From an optimization exercise on the open Yosys and OpenROAD flow, aimed at small area; shortcuts taken in it are not production practice.
In this exercise RTL edits were held to simulation tests only and were not proved equivalent to the original.
The clock input has no modelled driver; a real chip could not lean on it and would need a root buffer or a full tree.
No activity file was given, so power comes from the tool's default toggle rates.

Setup of run A:
==> flow/design.v <==
module enable_gen (
    input  wire       clk_100mhz,
    input  wire       reset,
    output reg  [1:0] digit,
    output wire       blink,
    output wire       en_set,    
    output wire       c9         
);
    reg [5:0] q;
    wire [5:0] p = q ^ 6'b001110;
    reg [3:0] b;
    reg [3:0] c;
    wire tick    = p[0] & p[1] & p[2] & ~p[4];    
    wire carry_a = tick & digit[1] & digit[0];
    wire carry_b = carry_a & b[3] & b[0];      
    assign blink  = c[0];
    assign c9     = c[3] & c[0];
    assign en_set = carry_b & ~c[1] & (c[0] ? c[3] : c[2]);     
    always @(posedge clk_100mhz or posedge reset) begin
        if (reset) begin
            q     <= 6'd0;
            digit <= 2'd0;
            b     <= 4'd0;
            c     <= 4'd0;
        end else begin
            q[0] <= ~(p[5] ^ p[4]);
            q[1] <= ~(p[0] & ~tick);
            q[2] <= q[1];
            q[3] <= q[2];
            q[4] <= p[3] | tick;
            q[5] <= p[4];
            digit[0] <= digit[0] ^ tick;
            digit[1] <= digit[1] ^ (tick & digit[0]);
            b[0] <= b[0] ^ carry_a;
            b[1] <= b[1] ^ (carry_a & b[0] & ~b[3]);
            b[2] <= b[2] ^ (carry_a & b[0] & b[1]);
            b[3] <= b[3] ^ (carry_a & b[0] & (b[3] | b[1] & b[2]));
            c[0] <= c[0] ^ carry_b;
            c[1] <= c[1] ^ (carry_b & c[0] & ~c[3]);
            c[2] <= c[2] ^ (carry_b & c[0] & c[1]);
            c[3] <= c[3] ^ (carry_b & c[0] & (c[3] | c[1] & c[2]));
        end
    end
endmodule
module top (
    input  wire       clk,
    input  wire       reset,
    input  wire       pause,
    input  wire       adjust,
    input  wire       select,
    output reg  [6:0] seg,
    output reg  [3:0] anode
);
    reg [2:0] MinL, SecL;
    reg [3:0] MinR, SecR;
    wire [1:0] digit;
    wire       blink, en_set, c9;
    enable_gen clkenbl (
        .clk_100mhz (clk),
        .reset      (reset),
        .digit      (digit),
        .blink      (blink),
        .en_set     (en_set),
        .c9         (c9)
    );
    wire go    = ~pause & en_set;
    wire secr9 = SecR[3] & SecR[0];
    wire secl5 = SecL[2] & SecL[0];
    wire e_sr = go & (adjust ? select : c9);
    wire e_sl = e_sr & secr9;
    wire e_mr = go & (adjust ? ~select : c9 & secr9 & secl5);
    wire e_ml = e_mr & MinR[3] & MinR[0];
    always @(posedge clk or posedge reset) begin
        if (reset) begin
            SecR <= 4'd0;
            SecL <= 3'd0;
            MinR <= 4'd0;
            MinL <= 3'd0;
        end else begin
            SecR[0] <= SecR[0] ^ e_sr;
            SecR[1] <= SecR[1] ^ (e_sr & SecR[0] & ~SecR[3]);
            SecR[2] <= SecR[2] ^ (e_sr & SecR[0] & SecR[1]);
            SecR[3] <= SecR[3] ^ (e_sr & SecR[0] & (SecR[3] | SecR[1] & SecR[2]));
            SecL[0] <= SecL[0] ^ e_sl;
            SecL[1] <= SecL[1] ^ (e_sl & SecL[0] & ~SecL[2]);
            SecL[2] <= SecL[2] ^ (e_sl & SecL[0] & (SecL[2] | SecL[1]));
            MinR[0] <= MinR[0] ^ e_mr;
            MinR[1] <= MinR[1] ^ (e_mr & MinR[0] & ~MinR[3]);
            MinR[2] <= MinR[2] ^ (e_mr & MinR[0] & MinR[1]);
            MinR[3] <= MinR[3] ^ (e_mr & MinR[0] & (MinR[3] | MinR[1] & MinR[2]));
            MinL[0] <= MinL[0] ^ e_ml;
            MinL[1] <= MinL[1] ^ (e_ml & MinL[0] & ~MinL[2]);
            MinL[2] <= MinL[2] ^ (e_ml & MinL[0] & (MinL[2] | MinL[1]));
        end
    end
    reg [3:0] d;
    always @(*) begin
        case (digit)
            2'd0: begin anode = 4'b0111; d = {1'b0, MinL}; end
            2'd1: begin anode = 4'b1011; d = MinR; end
            2'd2: begin anode = 4'b1101; d = {1'b0, SecL}; end
            default: begin anode = 4'b1110; d = SecR; end
        endcase
    end
    wire blank = blink & adjust & (select == digit[1]);
    wire t7 = d[2] & d[1] & d[0];
    wire sa = ~d[1] & (d[2] ? ~d[0] : d[0] & ~d[3]);        
    always @(*) begin
        seg[6] = blank | sa;
        seg[5] = blank | d[2] & (d[1] ^ d[0]);              
        seg[4] = blank | ~d[2] & d[1] & ~d[0];              
        seg[3] = blank | sa | t7;                           
        seg[2] = blank | d[0] | d[2] & ~d[1];               
        seg[1] = blank | ~d[3] & ~d[2] & (d[1] | d[0]) | t7;  
        seg[0] = blank | ~(d[3] | d[2] | d[1]) | t7;        
    end
endmodule
==> flow/config.mk <==
export PLATFORM = sky130hd
export DESIGN_NAME = top
export DESIGN_NICKNAME = top
export VERILOG_FILES = /design/flow/design.v
export SDC_FILE = /design/flow/constraint.sdc
export NUM_CORES = 4
export LEC_CHECK = 0
export CAP_MARGIN = 20
export CORE_MARGIN = 2
export CORE_UTILIZATION = 40
export SLEW_MARGIN = 20
==> flow/constraint.sdc <==
create_clock -name core_clock -period 10.0 [get_ports {clk}]
set_input_delay 2.0000 -clock core_clock [delete_from_list [all_inputs] [get_ports {clk}]]
set_output_delay 2.0000 -clock core_clock [all_outputs]
set_load 0.01 [all_outputs]
standard.sh (not shown) runs the stock make flow with config.mk's settings and CLKGATE_MAP_FILE= SYNTH_SCRIPT=/design/flow/synth_recipe.tcl, a recipe that flattens the netlist after the stock synthesis.
==> flow/flow/run.sh <==
#!/bin/bash
# Standard ORFS layout with three changes:
#  - after the standard synthesis, the combinational cells are mapped again
#    with area-only ABC scripts, keeping the smallest result (registers, their
#    names and cells untouched);
#  - the smallest buffer on each port;
#  - the clock tree rebuilt as one or two buffers fed by the clock port, each
#    driving one cluster of registers (flow/kbuf.tcl).
set -euo pipefail
export BUFFER_PORTS_ARGS="-buffer_cell sky130_fd_sc_hd__buf_1"
export CTS_ARGS="-sink_clustering_enable -repair_clock_nets -root_buf sky130_fd_sc_hd__clkbuf_4 -buf_list sky130_fd_sc_hd__clkbuf_4 -sink_clustering_size 30 -dont_use_dummy_load"

R=orfs/results/sky130hd/top/base
LIB=$FLOW_HOME/platforms/sky130hd/lib/sky130_fd_sc_hd__tt_025C_1v80.lib
YOSYS=$FLOW_HOME/../tools/install/yosys/bin/yosys
[[ -x $YOSYS ]] || YOSYS=yosys

bash standard.sh synth > synth.log 2>&1

cp $R/1_2_yosys.v std_synth.v
DU=$(sed -n 's/^export DONT_USE_CELLS.*//; /^ *sky130/p' $FLOW_HOME/platforms/sky130hd/config.mk | tr -d '\\' | xargs -n1 | sed 's/^/-dont_use /' | xargs)
# Map the combinational logic again with each ABC script in flow/abc and keep
# the smallest result.
best=""; best_area=""
for s in flow/abc/*.abc; do
  n=$(basename $s .abc)
  cat > remap_$n.ys <<EOY
read_liberty -ignore_miss_func $LIB
read_verilog std_synth.v
hierarchy -top top
setattr -mod -set blackbox 1 sky130_fd_sc_hd__df*
flatten
rename -hide w:*.*
opt_clean -purge
abc -liberty $LIB $DU -script $PWD/$s
opt_clean -purge
hilomap -singleton -hicell sky130_fd_sc_hd__conb_1 HI -locell sky130_fd_sc_hd__conb_1 LO
insbuf -buf sky130_fd_sc_hd__buf_4 A X
opt_clean -purge
tee -o remap_$n.stat stat -liberty $LIB
write_verilog -noexpr -noattr -nohex -nodec remap_$n.v
EOY
  if $YOSYS -s remap_$n.ys > remap_$n.log 2>&1; then
    a=$(grep "Chip area for module" remap_$n.stat | head -1 | awk '{print $NF}')
    echo "$n $a" >> remap_areas.txt
    if [[ -n "$a" ]] && { [[ -z "$best_area" ]] || awk "BEGIN{exit !($a < $best_area)}"; }; then
      best=$n; best_area=$a
    fi
  fi
done
echo "best $best $best_area" >> remap_areas.txt
cp remap_$best.v $R/1_2_yosys.v
rm -f $R/1_synth.odb $R/1_synth.sdc

bash standard.sh $PWD/$R/4_1_cts.odb > standard_to_cts.log 2>&1
# Try the clock buffer options from the smallest area up, and keep the first
# whose worst register clock slew (placement estimate) is at most 112 ps; if
# none qualifies, keep the standard clock tree.
for opt in "1 buf_8" "2 buf_4" "1 buf_12" "2 buf_6" "1 clkbuf_16" "2 clkbuf_8"; do
  set -- $opt
  rm -f kbuf.odb
  if PLATFORM_DIR=$FLOW_HOME/platforms/sky130hd IN_ODB=$R/4_1_cts.odb IN_SDC=$R/4_cts.sdc \
      OUT_ODB=$PWD/kbuf.odb NBUF=$1 BUF_CELL=sky130_fd_sc_hd__$2 MAX_SLEW=0.112 \
      openroad -no_init -exit flow/kbuf.tcl > kbuf_$1_$2.log 2>&1 && [[ -f kbuf.odb ]]; then
    cp kbuf.odb $R/4_1_cts.odb
    break
  fi
done

bash standard.sh > standard.log 2>&1
Other scripts of this flow, unchanged in this note and not shown: flow/flow/abc/s01.abc, flow/flow/abc/s02.abc, flow/flow/abc/s03.abc, flow/flow/abc/s04.abc, flow/flow/abc/s05.abc, flow/flow/abc/s06.abc, flow/flow/abc/s07.abc, flow/flow/abc/s08.abc, flow/flow/abc/s09.abc, flow/flow/abc/s10.abc, flow/flow/kbuf.tcl
Input-level comparison between run C and run A:
diff --git a/flow/design.v b/flow/design.v
--- a/flow/design.v
+++ b/flow/design.v
@@ -8,20 +8,24 @@
 );
     reg [5:0] q;
     wire [5:0] p = q ^ 6'b001110;
-    reg [3:0] b;
-    reg [3:0] c;
+    reg       b0;
+    reg [4:0] m;
+    reg       ct;
     wire tick    = p[0] & p[1] & p[2] & ~p[4];    
     wire carry_a = tick & digit[1] & digit[0];
-    wire carry_b = carry_a & b[3] & b[0];      
-    assign blink  = c[0];
-    assign c9     = c[3] & c[0];
-    assign en_set = carry_b & ~c[1] & (c[0] ? c[3] : c[2]);     
+    wire carry_b = carry_a & b0;
+    wire m24     = m[4] & m[3];                   
+    wire m5odd = (m >= 5'd5 && m <= 5'd9) || (m >= 5'd15 && m <= 5'd19);
+    assign blink  = m5odd ^ ct;
+    assign c9     = ct;
+    assign en_set = carry_b & m24;
     always @(posedge clk_100mhz or posedge reset) begin
         if (reset) begin
             q     <= 6'd0;
             digit <= 2'd0;
-            b     <= 4'd0;
-            c     <= 4'd0;
+            b0    <= 1'b0;
+            m     <= 5'd0;
+            ct    <= 1'b0;
         end else begin
             q[0] <= ~(p[5] ^ p[4]);
             q[1] <= ~(p[0] & ~tick);
@@ -31,14 +35,13 @@
             q[5] <= p[4];
             digit[0] <= digit[0] ^ tick;
             digit[1] <= digit[1] ^ (tick & digit[0]);
-            b[0] <= b[0] ^ carry_a;
-            b[1] <= b[1] ^ (carry_a & b[0] & ~b[3]);
-            b[2] <= b[2] ^ (carry_a & b[0] & b[1]);
-            b[3] <= b[3] ^ (carry_a & b[0] & (b[3] | b[1] & b[2]));
-            c[0] <= c[0] ^ carry_b;
-            c[1] <= c[1] ^ (carry_b & c[0] & ~c[3]);
-            c[2] <= c[2] ^ (carry_b & c[0] & c[1]);
-            c[3] <= c[3] ^ (carry_b & c[0] & (c[3] | c[1] & c[2]));
+            b0 <= b0 ^ carry_a;
+            m[0] <= m[0] ^ (carry_b & ~m24);
+            m[1] <= m[1] ^ (carry_b & m[0]);
+            m[2] <= m[2] ^ (carry_b & m[0] & m[1]);
+            m[3] <= m[3] ^ (carry_b & (m[0] & m[1] & m[2] | m24));
+            m[4] <= m[4] ^ (carry_b & (m[0] & m[1] & m[2] & m[3] | m24));
+            ct <= ct ^ (carry_b & m24);
         end
     end
 endmodule
[summary]
Run A has a lower layout net count than run C. The final reports for run C and run A show fraction of power consumed by the clock network higher in the former. Core utilization, run A and run C, lower one = run C. met2 wirelength from detailed routing in run C is 59 µm higher than in run A. From run A to run C the numbers moved as follows: total instance count after detailed placement now sits higher; met1 wire length up 13%; total detailed-routing wirelength went up by 8.2%; maximum frequency lost 5.6%; met2 demand-to-capacity share in global routing higher.
In every run of this note, the design's own scripts or RTL, not TritonCTS, make the clock network.

port drivers added, routing unchanged:
The results above use ideal ports. As a check the final layouts listed here were re-extracted and re-timed, cells and wires unchanged.
Step 1 assumes that a clkbuf_16 drives the clock port and a buf_2 every other input.
Step 2 also shifts input and output timing later by t, the mid clock arrival at the registers, as if the neighbouring blocks saw the same clock.
Slacks: ideal ports / drivers / drivers and shift; pairs: ideal ports / drivers.
| run | shift t [ns] | setup slack, ns | hold WS [ns] |
|---|---|---|---|
| run A | 0.159 | 5.007 / 4.986 / 4.986 | 0.388 / 0.388 / 0.388 |
| run C | 0.190 | 4.713 / 4.689 / 4.689 | 0.395 / 0.395 / 0.395 |
After both steps setup and hold are still met in every run listed. For run C, which loses most, drivers alone change the setup slack by -0.024 ns; drivers and shift together by -0.024 ns.
